This is an optimization exercise on Yosys and OpenROAD, whose aim is small area, not a production implementation. The RTL was checked by simulation tests, not by an equivalence proof against the original design.

==> inputs of trial 46 <==
==> flow/design.v (excerpt) <==
module voting_machine(clk,rst,mode,button1,button2,button3,button4,led);
input clk,rst,mode,button1,button2,button3,button4;
output  [7:0] led;
wire [7:0]cand1_vote_rcvd;
wire [7:0]cand2_vote_rcvd;
wire [7:0]cand3_vote_rcvd;
wire [7:0]cand4_vote_rcvd;
wire valid_vote1;
wire valid_vote2;
wire valid_vote3;
wire valid_vote4;
wire any_valid_vote;
assign any_valid_vote=valid_vote1|valid_vote2|valid_vote3|valid_vote4;
button_control bc1(.clk(clk),.rst(rst),.button(button1),.valid_vote(valid_vote1));
button_control bc2(.clk(clk),.rst(rst),.button(button2),.valid_vote(valid_vote2));
button_control bc3(.clk(clk),.rst(rst),.button(button3),.valid_vote(valid_vote3));
button_control bc4(.clk(clk),.rst(rst),.button(button4),.valid_vote(valid_vote4));
Voter_Logger vl(.clk(clk),
.rst(rst),
.mode(mode),
.cand1_valid_vote(valid_vote1),
.cand2_valid_vote(valid_vote2),
.cand3_valid_vote(valid_vote3),
.cand4_valid_vote(valid_vote4),
.cand1_vote_rcvd(cand1_vote_rcvd),
.cand2_vote_rcvd(cand2_vote_rcvd),
.cand3_vote_rcvd(cand3_vote_rcvd),
.cand4_vote_rcvd(cand4_vote_rcvd));
mode_control mc(.clk(clk),
.rst(rst),
.mode(mode),
.valid_vote_casted(any_valid_vote),
.cand1_vote(cand1_vote_rcvd),
.cand2_vote(cand2_vote_rcvd),
.cand3_vote(cand3_vote_rcvd),
.cand4_vote(cand4_vote_rcvd),
  ...
==> module button_control, before the edit <==
module button_control(clk,rst,button,valid_vote);
input clk,rst,button;
output reg valid_vote;
reg [30:0]counter;
always@(posedge clk)begin 
	if(rst) counter<=0;
	else begin 
		if(button && counter<11) counter<=counter+1;
		else if(button!=0) counter<=0;
	end
end
always@(posedge clk)begin 
	if(rst) valid_vote<=1'b0;
	else begin 
		if(counter==10) valid_vote<=1'b1;
		else valid_vote<=1'b0;
	end
end
endmodule
==> module mode_control, before the edit <==
module mode_control(
input clk,rst,mode,valid_vote_casted,
input [7:0] cand1_vote,cand2_vote,cand3_vote,cand4_vote,
input cand1_button_press,cand2_button_press,cand3_button_press,cand4_button_press,
output reg [7:0] leds);
reg [30:0]counter;
always@(posedge clk)begin 
	if(rst) counter<=0;
	else if(valid_vote_casted) counter<=counter+1;
	else if(counter!=0 && counter<10) counter<=counter+1;
	else counter<=0;
end
always@(posedge clk)begin 
	if(rst) leds <=0;
	else begin 
		if(mode==0 && counter>0) leds <=8'hFF;
		else if(mode==0) leds <=8'h00;
		else if(mode==1) begin 
			if(cand1_button_press) leds<=cand1_vote;
			else if(cand2_button_press) leds<=cand2_vote;
			else if(cand3_button_press) leds<=cand3_vote;
			else if(cand4_button_press) leds<=cand4_vote;
		end
	end
end
endmodule
==> module Voter_Logger, before the edit <==
module Voter_Logger( clk,rst,mode,cand1_valid_vote,cand2_valid_vote,cand3_valid_vote,cand4_valid_vote, cand1_vote_rcvd,cand2_vote_rcvd,cand3_vote_rcvd,cand4_vote_rcvd);
input clk,rst,mode;
input cand1_valid_vote;
input cand2_valid_vote;
input cand3_valid_vote;
input cand4_valid_vote;
output reg  [7:0] cand1_vote_rcvd,cand2_vote_rcvd,cand3_vote_rcvd,cand4_vote_rcvd;
always@(posedge clk)begin 
	if(rst) begin 
		cand1_vote_rcvd <=0;
		cand2_vote_rcvd <=0;
		cand3_vote_rcvd <=0;
		cand4_vote_rcvd <=0;
	end
	else begin 
		if(cand1_valid_vote && mode==0) cand1_vote_rcvd<=cand1_vote_rcvd+1;
		else if(cand2_valid_vote && mode==0) cand2_vote_rcvd<=cand2_vote_rcvd+1;
		else if(cand3_valid_vote && mode==0) cand3_vote_rcvd<=cand3_vote_rcvd+1;
		else if(cand4_valid_vote && mode==0) cand4_vote_rcvd<=cand4_vote_rcvd+1;
	end
end
endmodule
==> module voting_machine, before the edit <==
module voting_machine(clk,rst,mode,button1,button2,button3,button4,led);
input clk,rst,mode,button1,button2,button3,button4;
output  [7:0] led;
wire [7:0]cand1_vote_rcvd;
wire [7:0]cand2_vote_rcvd;
wire [7:0]cand3_vote_rcvd;
wire [7:0]cand4_vote_rcvd;
wire valid_vote1;
wire valid_vote2;
wire valid_vote3;
wire valid_vote4;
wire any_valid_vote;
assign any_valid_vote=valid_vote1|valid_vote2|valid_vote3|valid_vote4;
button_control bc1(.clk(clk),.rst(rst),.button(button1),.valid_vote(valid_vote1));
button_control bc2(.clk(clk),.rst(rst),.button(button2),.valid_vote(valid_vote2));
button_control bc3(.clk(clk),.rst(rst),.button(button3),.valid_vote(valid_vote3));
button_control bc4(.clk(clk),.rst(rst),.button(button4),.valid_vote(valid_vote4));
Voter_Logger vl(.clk(clk),
.rst(rst),
.mode(mode),
.cand1_valid_vote(valid_vote1),
.cand2_valid_vote(valid_vote2),
.cand3_valid_vote(valid_vote3),
.cand4_valid_vote(valid_vote4),
.cand1_vote_rcvd(cand1_vote_rcvd),
.cand2_vote_rcvd(cand2_vote_rcvd),
.cand3_vote_rcvd(cand3_vote_rcvd),
.cand4_vote_rcvd(cand4_vote_rcvd));
mode_control mc(.clk(clk),
.rst(rst),
.mode(mode),
.valid_vote_casted(any_valid_vote),
.cand1_vote(cand1_vote_rcvd),
.cand2_vote(cand2_vote_rcvd),
.cand3_vote(cand3_vote_rcvd),
.cand4_vote(cand4_vote_rcvd),
.cand1_button_press(valid_vote1),
.cand2_button_press(valid_vote2),
.cand3_button_press(valid_vote3),
.cand4_button_press(valid_vote4),
.leds(led));
endmodule
export LEC_CHECK = 0
export CAP_MARGIN = 20
export CORE_MARGIN = 2
export CORE_UTILIZATION = 40
export SLEW_MARGIN = 20
create_clock -name core_clock -period 5.0 [get_ports {clk}]
run.sh (not shown) runs the stock make flow with config.mk's settings and CLKGATE_MAP_FILE= SYNTH_SCRIPT=/design/flow/synth_recipe.tcl, a recipe that flattens the netlist after the stock synthesis.
==> inputs of build 86, as changes to trial 46 <==
==> flow/design.v (replaced) <==
`timescale 1ns/1ps
module button_control(clk,rst,button,valid_vote);
input clk,rst,button;
output valid_vote;
localparam [3:0] S10A = 4'd10, S11A = 4'd11, S10B = 4'd14, S11B = 4'd15;
reg [3:0] c;
always@(posedge clk)begin
	if(rst) c<=4'd0;
	else if(button) begin
		if(c==S11A || c==S11B) c<=4'd0;
		else if(c==S10A || c==S10B) c<=S11A;
		else c<=c+4'd1;
	end
	else if(c==S10A) c<=S10B;
	else if(c==S11A) c<=S11B;
end
assign valid_vote = (c==S10B) | (c==S11A);
endmodule
module voting_machine(clk,rst,mode,button1,button2,button3,button4,led);
input clk,rst,mode,button1,button2,button3,button4;
output [7:0] led;
wire v1,v2,v3,v4;
button_control bc1(.clk(clk),.rst(rst),.button(button1),.valid_vote(v1));
button_control bc2(.clk(clk),.rst(rst),.button(button2),.valid_vote(v2));
button_control bc3(.clk(clk),.rst(rst),.button(button3),.valid_vote(v3));
button_control bc4(.clk(clk),.rst(rst),.button(button4),.valid_vote(v4));
wire any_v = v1|v2|v3|v4;
reg [7:0] n1,n2,n3,n4;
always@(posedge clk)begin
	if(rst) begin n1<=0; n2<=0; n3<=0; n4<=0; end
	else if(!mode) begin
		if(v1) n1<=n1+8'd1;
		else if(v2) n2<=n2+8'd1;
		else if(v3) n3<=n3+8'd1;
		else if(v4) n4<=n4+8'd1;
	end
end
reg [3:0] m;
always@(posedge clk)begin
	if(rst) m<=0;
	else if(any_v) m<=(m==4'd10) ? m : m+4'd1;
	else if(m!=0 && m!=4'd10) m<=m+4'd1;
	else m<=0;
end
reg [2:0] sel;
always@(posedge clk)begin
	if(rst) sel<=3'd0;
	else if(!mode) sel<={2'b00, m!=0};
	else if(v1) sel<=3'd4;
	else if(v2) sel<=3'd5;
	else if(v3) sel<=3'd6;
	else if(v4) sel<=3'd7;
end
reg [7:0] t;
always@(*)begin
	case(sel[1:0])
	2'd0: t=n1;
	2'd1: t=n2;
	2'd2: t=n3;
	default: t=n4;
	endcase
end
assign led = sel[2] ? t : {8{sel[0]}};
endmodule
==> flow/flow/run.sh (new file) <==
#!/bin/bash
# Own flow: the standard layout (standard.sh) with
#  - synthesis mapped by an area-oriented ABC script (flow/area.abc) and
#    without Yosys's half/full-adder extraction,
#  - the smallest buffer on each port,
#  - clock tree built from small clock buffers, without dummy loads.
set -euo pipefail
W=$(pwd)
export MY_ABC_SCRIPT=$W/flow/area.abc
CTS="-sink_clustering_enable -repair_clock_nets -dont_use_dummy_load -buf_list sky130_fd_sc_hd__clkbuf_8 -sink_clustering_size 60 -sink_clustering_max_diameter 200"
sed "s#SYNTH_SCRIPT=[^ ]*#SYNTH_SCRIPT=$W/flow/synth.tcl ADDER_MAP_FILE=#" standard.sh > my_standard.sh
grep -q "SYNTH_SCRIPT=$W/flow/synth.tcl" my_standard.sh
bash my_standard.sh finish "BUFFER_PORTS_ARGS=-buffer_cell sky130_fd_sc_hd__buf_1" "CTS_ARGS=$CTS" > make_flow.log 2>&1
==> flow/flow/area.abc (new file) <==
strash
&get -n
&deepsyn -T 20
&dch -f
&nf -R 1000 -p
&put
==> flow/flow/synth.tcl (new file) <==
# The standard flow's synthesis script (synth_recipe.tcl) with only the ABC mapping script replaced
proc synth {args} { yosys synth -nofsm -noshare {*}$args }
proc abc {args} {
  set i [lsearch -exact $args -script]
  if { $i >= 0 && [info exists ::env(MY_ABC_SCRIPT)] } {
    lset args [expr {$i + 1}] $::env(MY_ABC_SCRIPT)
  }
  yosys abc {*}$args
}
source $::env(SCRIPTS_DIR)/synth.tcl
# left out here: clear keep_hierarchy, flatten, clean up, hide names made inside functions, write 1_2_yosys.v
==> flow/standard.sh (new file) <==
#!/bin/bash
# synth_recipe.tcl (not shown) runs the flow's synth.tcl, then flattens the netlist and writes it again
# the make line also repeats each setting of config.mk as NAME=value (left out here)
make -C /OpenROAD-flow-scripts/flow DESIGN_CONFIG=/design/flow/config.mk WORK_HOME=/design/flow/orfs CLKGATE_MAP_FILE= SYNTH_SCRIPT=/design/flow/synth_recipe.tcl "${@:-finish}"
CORE_UTILIZATION = 60   (was 40)
removed: flow/run.sh
==> results_dict.tcl <==
set metrics [dict create \
    fillers 1851 \
    signal_buffers 18 \
    p_comb_share_pct 2.1 \
    peakVddDrop_mv 0.247 \
    hold_path_end "bc2.counter[25]" \
    p_int_uw 2390 \
    path_cells "clkdlybuf4s50_1, or3_1, o31ai_1, a311oi_1" \
    synth_cell_types 56 \
    status "finished clean" \
    power.leakage_uw 0.00313 \
    setup_ws_ns 2.30 \
    path_clk_slew_ns 0.07 \
    start_util_pct 40.6 \
]
The numbers above come from trial 46.

==> results_dict.tcl <==
set metrics [dict create \
    status "finished clean" \
    power.leakage_uw 0.000921 \
    path_clk_slew_ns 0.08 \
    path_cells "nor2b_1, nand2_1, o22ai_1, a21oi_1, buf_1" \
    pg_seq_uw 450 \
    p_int_uw 543 \
    p_comb_share_pct 3.4 \
    synth_top_family_by_area "simple AND/OR/NAND/NOR gates" \
    synth_cell_types 22 \
    synthMuxAreaShare_pct 0 \
    peakVddDrop_mv 0.230 \
    critPathLaunchType "flop" \
    fillers 322 \
    signal_buffers 15 \
    setup_ws_ns 1.97 \
    start_util_pct 61.9 \
    hold_path_end "bc4.c[2]" \
    clkPwrFrac_pct 31.3 \
]
The numbers above come from build 86.

-- separate check: timing with driven ports --
No port has a modelled driver above. Below, the same layouts with a new extraction and two added sets of constraints. Step 1 assumes that a clkbuf_16 drives the clock port and a buf_2 every other input. Step 2 also shifts input and output timing later by t, the mid clock arrival at the registers, as if the neighbouring blocks saw the same clock. Three values: ideal, step 1, step 2; two values: the first two.
| run | t (ns) | slack for setup (ns) | clock arrival spread, ns |
|---|---|---|---|
| trial 46 | 0.469 | 2.304 / 2.324 / 1.855 | 0.014 / 0.014 |
| build 86 | 0.315 | 1.968 / 1.941 / 2.164 | 0.026 / 0.026 |
After both steps every run listed still meets setup and hold. The setup slack of trial 46, which loses most, moves by +0.020 ns with the drivers and by -0.449 ns with both steps.
